This is an optimization exercise on Yosys and OpenROAD, whose aim is small area, a short achievable clock period and few clock cycles per item, not a production implementation.
In this exercise RTL edits were held to simulation tests only and were not proved equivalent to the original.

== rev 12 ==
Design divider_400bit, start of the top module:
module divider_400bit (
    input wire clk,
    input wire rst,
    input wire start,
    input wire [399:0] dividend,
    input wire [7:0] divisor,
    output reg [399:0] quotient,
    output reg done
);
    reg busy;                     
    reg [4:0] idx;             
    reg [13:0] chunk;            
    reg [7:0] rem;                
    reg [7:0] dvs;                
    reg [9:0] mul3;            
    wire [13:0] nchunk;
    wire [28:0] sel;             
    genvar g;
    for (g = 0; g < 29; g = g + 1) begin : sel_
        assign sel[g] = idx == g;
    end
    div400_chunk_mux chunk_mux (.dividend(dividend), .sel(sel), .chunk(nchunk));
    wire [7:0] r0 = rem;
    wire [9:0] t0 = {r0, chunk[13:12]};
    wire [10:0] df0_1 = {1'b0, t0} - {1'b0, {2'd0, dvs}};
    wire [10:0] df0_2 = {1'b0, t0} - {1'b0, ({2'd0, dvs} << 1)};
    wire [10:0] df0_3 = {1'b0, t0} - {1'b0, mul3};
    reg [7:0] r1;
    reg [1:0] q0;
    always @* begin
        r1 = t0[7:0];
        q0 = 2'd0;
        if (!df0_1[10]) begin r1 = df0_1[7:0]; q0 = 2'd1; end
        if (!df0_2[10]) begin r1 = df0_2[7:0]; q0 = 2'd2; end
        if (!df0_3[10]) begin r1 = df0_3[7:0]; q0 = 2'd3; end
    end
    wire [9:0] t1 = {r1, chunk[11:10]};
    wire [10:0] df1_1 = {1'b0, t1} - {1'b0, {2'd0, dvs}};
    wire [10:0] df1_2 = {1'b0, t1} - {1'b0, ({2'd0, dvs} << 1)};
    wire [10:0] df1_3 = {1'b0, t1} - {1'b0, mul3};
    reg [7:0] r2;
    reg [1:0] q1;
    always @* begin
        r2 = t1[7:0];
        q1 = 2'd0;
        if (!df1_1[10]) begin r2 = df1_1[7:0]; q1 = 2'd1; end
        if (!df1_2[10]) begin r2 = df1_2[7:0]; q1 = 2'd2; end
        if (!df1_3[10]) begin r2 = df1_3[7:0]; q1 = 2'd3; end
    end
    wire [9:0] t2 = {r2, chunk[9:8]};
    wire [10:0] df2_1 = {1'b0, t2} - {1'b0, {2'd0, dvs}};
    wire [10:0] df2_2 = {1'b0, t2} - {1'b0, ({2'd0, dvs} << 1)};
    wire [10:0] df2_3 = {1'b0, t2} - {1'b0, mul3};
    reg [7:0] r3;
    reg [1:0] q2;
    always @* begin
        r3 = t2[7:0];
        q2 = 2'd0;
        if (!df2_1[10]) begin r3 = df2_1[7:0]; q2 = 2'd1; end
        if (!df2_2[10]) begin r3 = df2_2[7:0]; q2 = 2'd2; end
        if (!df2_3[10]) begin r3 = df2_3[7:0]; q2 = 2'd3; end
    end
  ...
Size: about 3,100 cells after synthesis, ~810 I/O pins, ~0.026 mm² of cells after synthesis.
export LEC_CHECK = 0
export ABC_AREA = 1
export CAP_MARGIN = 20
export CORE_MARGIN = 2
export CORE_UTILIZATION = 50
export PLACE_DENSITY = 0.75
export SLEW_MARGIN = 20
create_clock -name core_clock -period 40.0 [get_ports {clk}]
standard.sh (not shown) runs the stock make flow with config.mk's settings and CLKGATE_MAP_FILE= SYNTH_SCRIPT=/design/flow/synth_recipe.tcl, a recipe that flattens the netlist after the stock synthesis.
==> flow/flow/run.sh <==
#!/bin/bash
# Own layout flow: the standard flow (standard.sh) with smaller port buffers,
# a lighter clock tree and a timing-repair margin. Every tool's output goes to a log
# file in this folder (make_*.log) and ORFS's own logs under orfs/logs/.
set -euo pipefail
cd "$(dirname "$0")/.."
# Port buffers: one small buffer on every input and output port.
export BUFFER_PORTS_ARGS="-buffer_cell sky130_fd_sc_hd__buf_1"
# Clock tree: smaller clock buffers, bigger sink clusters, no dummy loads.
export CTS_ARGS="-sink_clustering_enable -repair_clock_nets -buf_list {sky130_fd_sc_hd__clkbuf_8} -sink_clustering_size 15 -sink_clustering_max_diameter 80 -dont_use_dummy_load"
# Timing repair aims for this much setup slack (ns) at the design's clock period.
export SETUP_SLACK_MARGIN=30.2
export TNS_END_PERCENT=10
# Synthesis: leave adders as plain gates for ABC (no full/half-adder cells); the
# registers are the standard synthesis's.
export ADDER_MAP_FILE=
bash standard.sh finish > make_finish.log 2>&1
Rev 12 has completed all stages; timing, DRC and antenna checks passed.
Testbench counts of rev 12, summed over its fixed seeds: cycles 9,600, items 320.
The following lists how rev 13 was set up differently from rev 12:
- a deleted PLACE_DENSITY that had been 0.75
- a change of CORE_UTILIZATION from 50 to 40
-- flow/flow/run.sh --
<<< rev 12, line 10
export CTS_ARGS="-sink_clustering_enable -repair_clock_nets -buf_list {sky130_fd_sc_hd__clkbuf_8} -sink_clustering_size 15 -sink_clustering_max_diameter 80 -dont_use_dummy_load"
>>> rev 13, line 10
export CTS_ARGS="-sink_clustering_enable -repair_clock_nets -buf_list {sky130_fd_sc_hd__clkbuf_16} -sink_clustering_size 30 -sink_clustering_max_diameter 100 -dont_use_dummy_load"
### Flow results
- Rev 13: done, clean on timing, DRC and antenna
- Rev 13 vs. rev 12: final cycle utilization of the critical path dropped 0.32 points, routed wire length climbed 380 µm, register-to-register slack climbed 190 ps.
- What rev 13 reported for height of the die has to be multiplied by 0.896 to get the figure for rev 12.
- | post-layout worst setup margin | lower: rev 12 |
- Diff rev 12 -> rev 13 | half-perimeter wire length after placement | down by a few percent

## what the ideal ports hide
The flow's constraints put no driver on any port. The routed layouts listed below were extracted and timed again, unchanged, in two steps.
Step 1: set_driving_cell puts a clkbuf_16 on clk and a buf_2 on each other input, an assumption about the parent block.
Step 2 moves the port delays by t, midway between the first and last clock arrival at a register: inputs arrive t later, outputs are due t later. That takes back most of the time a late clock gives input paths.
a / b / c = no drivers / after step 1 / after step 2; a / b = the first two.
run	shift t [ns]	setup WS [ns]	hold slack, ns	slew at the worst register clock pin (ns)
rev 12	0.639	30.345 / 30.357 / 29.741	0.418 / 0.418 / 0.418	0.10 / 0.10
rev 13	0.611	30.472 / 30.478 / 29.867	0.409 / 0.409 / 0.409	0.11 / 0.11
After both steps every run listed still meets setup and hold. The setup slack of rev 13, which loses most, moves by +0.006 ns with the drivers and by -0.605 ns with both steps.
